What follows belongs to an exercise in optimizing a design on an open flow for small area, a short achievable clock period and few clock cycles; a production flow would make more cautious choices.
RTL that was checked went through simulation tests only; none was proved equivalent to the original.
Power is estimated from default activity; no workload was simulated.

== job 101 ==
## RNN
module RNN(clk,reset,busy,ready,i_en,idata,mdata_w,mce,mdata_r,maddr,msel);
Size: about 5,200 cells after synthesis, about 2,900 flip-flops, ~98 I/O pins, about 76,000 sq um of cells after synthesis.
clock: 5.0 ns
lec_check: 0
abc_clock_period_in_ps: 2300
cap_margin: 20
core_margin: 2
core_utilization: 60
cts_buf_list: sky130_fd_sc_hd__clkbuf_16
cts_cluster_diameter: 100
cts_cluster_size: 30
place_density: 0.75
setup_slack_margin: 2.8
slew_margin: 20
standard.sh (not shown) runs the stock make flow with config.mk's settings and CLKGATE_MAP_FILE= SYNTH_SCRIPT=/design/flow/synth_recipe.tcl, a recipe that flattens the netlist after the stock synthesis.
==> flow/flow/run.sh <==
#!/bin/bash
# The standard layout, except that the input and output ports are
# buffered with plain buffers (buf_4) rather than the delay-cell buffers
# buffer_ports picks by default.  make's full output goes to standard_flow.log;
# each ORFS step keeps its own log under orfs/logs.
set -euo pipefail
bash standard.sh "BUFFER_PORTS_ARGS=-buffer_cell sky130_fd_sc_hd__buf_4" finish > standard_flow.log 2>&1
Testbench counts of job 101, summed over its fixed seeds: cycles 425,028.
Changes in job 102 relative to job 101:
- SETUP_SLACK_MARGIN now 2.7, was 2.8
- ABC_CLOCK_PERIOD_IN_PS now 2400, was 2300
Job 102 reached the end of the flow, and the finished layout is clean on the timing, design-rule and antenna checks. Compared with job 101, in job 102 final area dropped 0.92%, post-route minimum period climbed 0.013 ns, multi-input gate area in the final layout dropped 1.7%, number of signal-net buffers in the layout dropped 26. Combinational logic power for job 102 is lower than for job 101. Run comparison: job 101 capturing instance or port of the critical path maddr[8]; job 102 capturing instance or port of the critical path pop[5]. Looking at depth of the critical timing path with buffers and inverters included, job 102 sits 9 higher than job 101 does. Compared with job 101, in job 102 post-placement worst setup slack higher; met3 usage in global routing decreased 0.18 points. Taking job 101 as the reference, in job 102 signal arrival time at the worst endpoint increased 1.67 ns; routing usage on met2 +1.4 points.

RNN, a different RTL version from the one above (not shown whole).
Size in the first run: ~5,300 cells after synthesis, roughly 2,900 flip-flops, ~98 I/O pins, about 76,000 µm² of cells after synthesis.
// RNN
module RNN(clk,reset,busy,ready,i_en,idata,mdata_w,mce,mdata_r,maddr,msel);
Settings: LEC_CHECK=0, ABC_CLOCK_PERIOD_IN_PS=2400, CAP_MARGIN=20, CORE_MARGIN=2, CORE_UTILIZATION=60, CTS_BUF_LIST=sky130_fd_sc_hd__clkbuf_16, CTS_CLUSTER_DIAMETER=55, CTS_CLUSTER_SIZE=34, PLACE_DENSITY=0.75, SETUP_SLACK_MARGIN=2.7, SLEW_MARGIN=20; clock period 5.0 ns.
Scripts as last shown in full above: flow/flow/run.sh
The baseline completed with no timing, DRC or antenna violations.
Testbench counts at the start, summed over its fixed seeds: cycles 425,040.
Change:
- CTS_BUF_LIST: sky130_fd_sc_hd__clkbuf_16 -> sky130_fd_sc_hd__clkbuf_8 sky130_fd_sc_hd__clkbuf_16
- CTS_CLUSTER_DIAMETER: 55 -> 50
- CTS_CLUSTER_SIZE: 34 -> 30
- SETUP_SLACK_MARGIN: 2.7 -> 2.6
The new run passed the timing, design-rule and antenna checks.
Area after synthesis stays the same.
Cell area is about the same.
Worst hold slack gains 0.0097 ns.
Routed wire length hardly moves.
Via count climbs by 0.64%.
Total power came out higher by 1.2%.
Register-to-register slack improves by 0.03 ns.
Global-route usage goes up by 0.10 points.
Die area does not change.
Sequential power hardly moves.

run 1:
Another version of the RTL of RNN (not shown whole).
For scale: roughly 5,200 cells after synthesis, roughly 2,800 flip-flops, about 98 I/O pins.
clock: 5.0 ns
lec_check: 0
abc_clock_period_in_ps: 2400
cap_margin: 20
core_margin: 2
core_utilization: 40
cts_buf_list: sky130_fd_sc_hd__clkbuf_8 sky130_fd_sc_hd__clkbuf_16
cts_cluster_diameter: 50
cts_cluster_size: 30
setup_slack_margin: 2.6
slew_margin: 20
run.sh (not shown) runs the stock make flow with config.mk's settings and CLKGATE_MAP_FILE= SYNTH_SCRIPT=/design/flow/synth_recipe.tcl, a recipe that flattens the netlist after the stock synthesis.
Stock flow here: none of the scripts above is used.
Testbench counts of run 1, summed over its fixed seeds: cycles 424,831.
[inputs] run 2 vs run 1
Settings: changing CTS_CLUSTER_DIAMETER from 50 to 60; changing CTS_CLUSTER_SIZE from 30 to 40.
[summary]
When the final numbers for run 2 and run 1 were put side by side, the net switching power turned out to be greater in run 1.
Count of non-CTS buffers in the layout was lower in the run labelled run 2.
Run 2 packs its core more loosely than run 1.
Comparing run 2 and run 1, the lower worst-margin pin slew was measured on run 2.
The end of the critical path comes out bth[16]$_DFF_P_ in one run and bth[7]$_DFF_P_ in the other, namely in run 1 and run 2 respectively.
Cell area came out lower on run 2 than on run 1.

Setup of rev 12:
Another version of the RTL of RNN (not shown whole).
Size in the first run: ~5,500 cells after synthesis, roughly 98 I/O pins, about 77,000 um^2 of cells after synthesis.
## RNN
module RNN(clk,reset,busy,ready,i_en,idata,mdata_w,mce,mdata_r,maddr,msel);
export LEC_CHECK = 0
export ABC_CLOCK_PERIOD_IN_PS = 2400
export CAP_MARGIN = 20
export CORE_MARGIN = 2
export CORE_UTILIZATION = 40
export CTS_BUF_LIST = sky130_fd_sc_hd__clkbuf_8 sky130_fd_sc_hd__clkbuf_16
export CTS_CLUSTER_DIAMETER = 50
export CTS_CLUSTER_SIZE = 30
export SETUP_SLACK_MARGIN = 2.6
export SLEW_MARGIN = 20
create_clock -name core_clock -period 5.0 [get_ports {clk}]
standard.sh (not shown) runs the stock make flow with config.mk's settings and CLKGATE_MAP_FILE= SYNTH_SCRIPT=/design/flow/synth_recipe.tcl, a recipe that flattens the netlist after the stock synthesis.
Scripts as last shown in full above: flow/flow/run.sh
Rev 12: full flow OK, the timing, design-rule and antenna checks passed
The inputs of rev 13 differ from those of rev 12 as listed below.
==> flow/run.sh (new file) <==
#!/bin/bash
# synth_recipe.tcl (not shown) runs the flow's synth.tcl, then flattens the netlist and writes it again
# the make line also repeats each setting of config.mk as NAME=value (left out here)
make -C /OpenROAD-flow-scripts/flow DESIGN_CONFIG=/design/flow/config.mk WORK_HOME=/design/flow/orfs CLKGATE_MAP_FILE= SYNTH_SCRIPT=/design/flow/synth_recipe.tcl finish
removed: flow/flow/run.sh
removed: flow/standard.sh
==> run summary <==
The final layout from rev 13, which completed every stage, passed the timing, design-rule and antenna checks at the end of the flow.
Delta (rev 13 minus rev 12): clock-buffer cell count +about 7%, final non-filler cell area +880 um^2.
[rev 13 vs rev 12] clock distribution power: higher in rev 13
On proportion of cell area occupied by multi-input gates, rev 12 tracks rev 13 almost exactly.
When the final numbers for rev 12 and rev 13 were put side by side, the area added between synthesis and finish turned out to be greater in rev 13.
Compared with rev 12, rev 13 shows a setup slack after layout that is 24 ps higher.
Rev 13 vs rev 12, instance count: rev 13 higher
Instance area at placement went up slightly going from rev 12 to rev 13.
When rev 13 is measured against rev 12, its hold slack turns out 15 ps lower.
Function was not checked in any run of this note: the RTL went through the layout flow alone.

afterwards: timing with drivers on the ports:
How much do the figures lean on ideal ports? The routed layouts below were timed once more, with nothing changed but the port constraints. Step 1, drivers: a clkbuf_16 drives clk and a buf_2 each remaining input, both assumed. Step 2 also shifts input and output timing later by t, the mid clock arrival at the registers, as if the neighbouring blocks saw the same clock. Three values: ideal ports, drivers, drivers and shift; two values: the first two.
| run | shift t [ns] | slack for setup (ns) | hold slack, ns | worst setup path after step 2 | worst slew at a driven data input, ns |
|---|---|---|---|---|---|
| job 101 | 0.829 | 2.673 / 2.598 / 2.093 | 0.301 / 0.301 / 0.301 | input to register | 0.08 |
| job 102 | 0.819 | 2.659 / 2.625 / 2.042 | 0.289 / 0.289 / 0.289 | input to register | 0.09 |
| the first run of note 2 | 0.863 | 2.613 / 2.575 / 1.989 | 0.294 / 0.294 / 0.294 | input to register | 0.10 |
| the second run of note 2 | 0.867 | 2.645 / 2.574 / 2.025 | 0.304 / 0.304 / 0.304 | input to register | 0.05 |
| run 1 | 0.869 | 1.970 / 1.970 / 1.249 | 0.293 / 0.293 / 0.293 | input to register | 0.10 |
| run 2 | 0.865 | 2.036 / 2.036 / 1.283 | 0.296 / 0.296 / 0.296 | input to register | 0.10 |
| rev 12 | 0.913 | 2.572 / 2.572 / 1.989 | 0.299 / 0.299 / 0.299 | input to register | 0.11 |
| rev 13 | 0.890 | 2.596 / 2.594 / 1.704 | 0.284 / 0.284 / 0.284 | input to register | 0.11 |
After both steps setup and hold are still met in every run listed. The setup slack of rev 13, which loses most, moves by -0.002 ns with the drivers and by -0.892 ns with both steps.
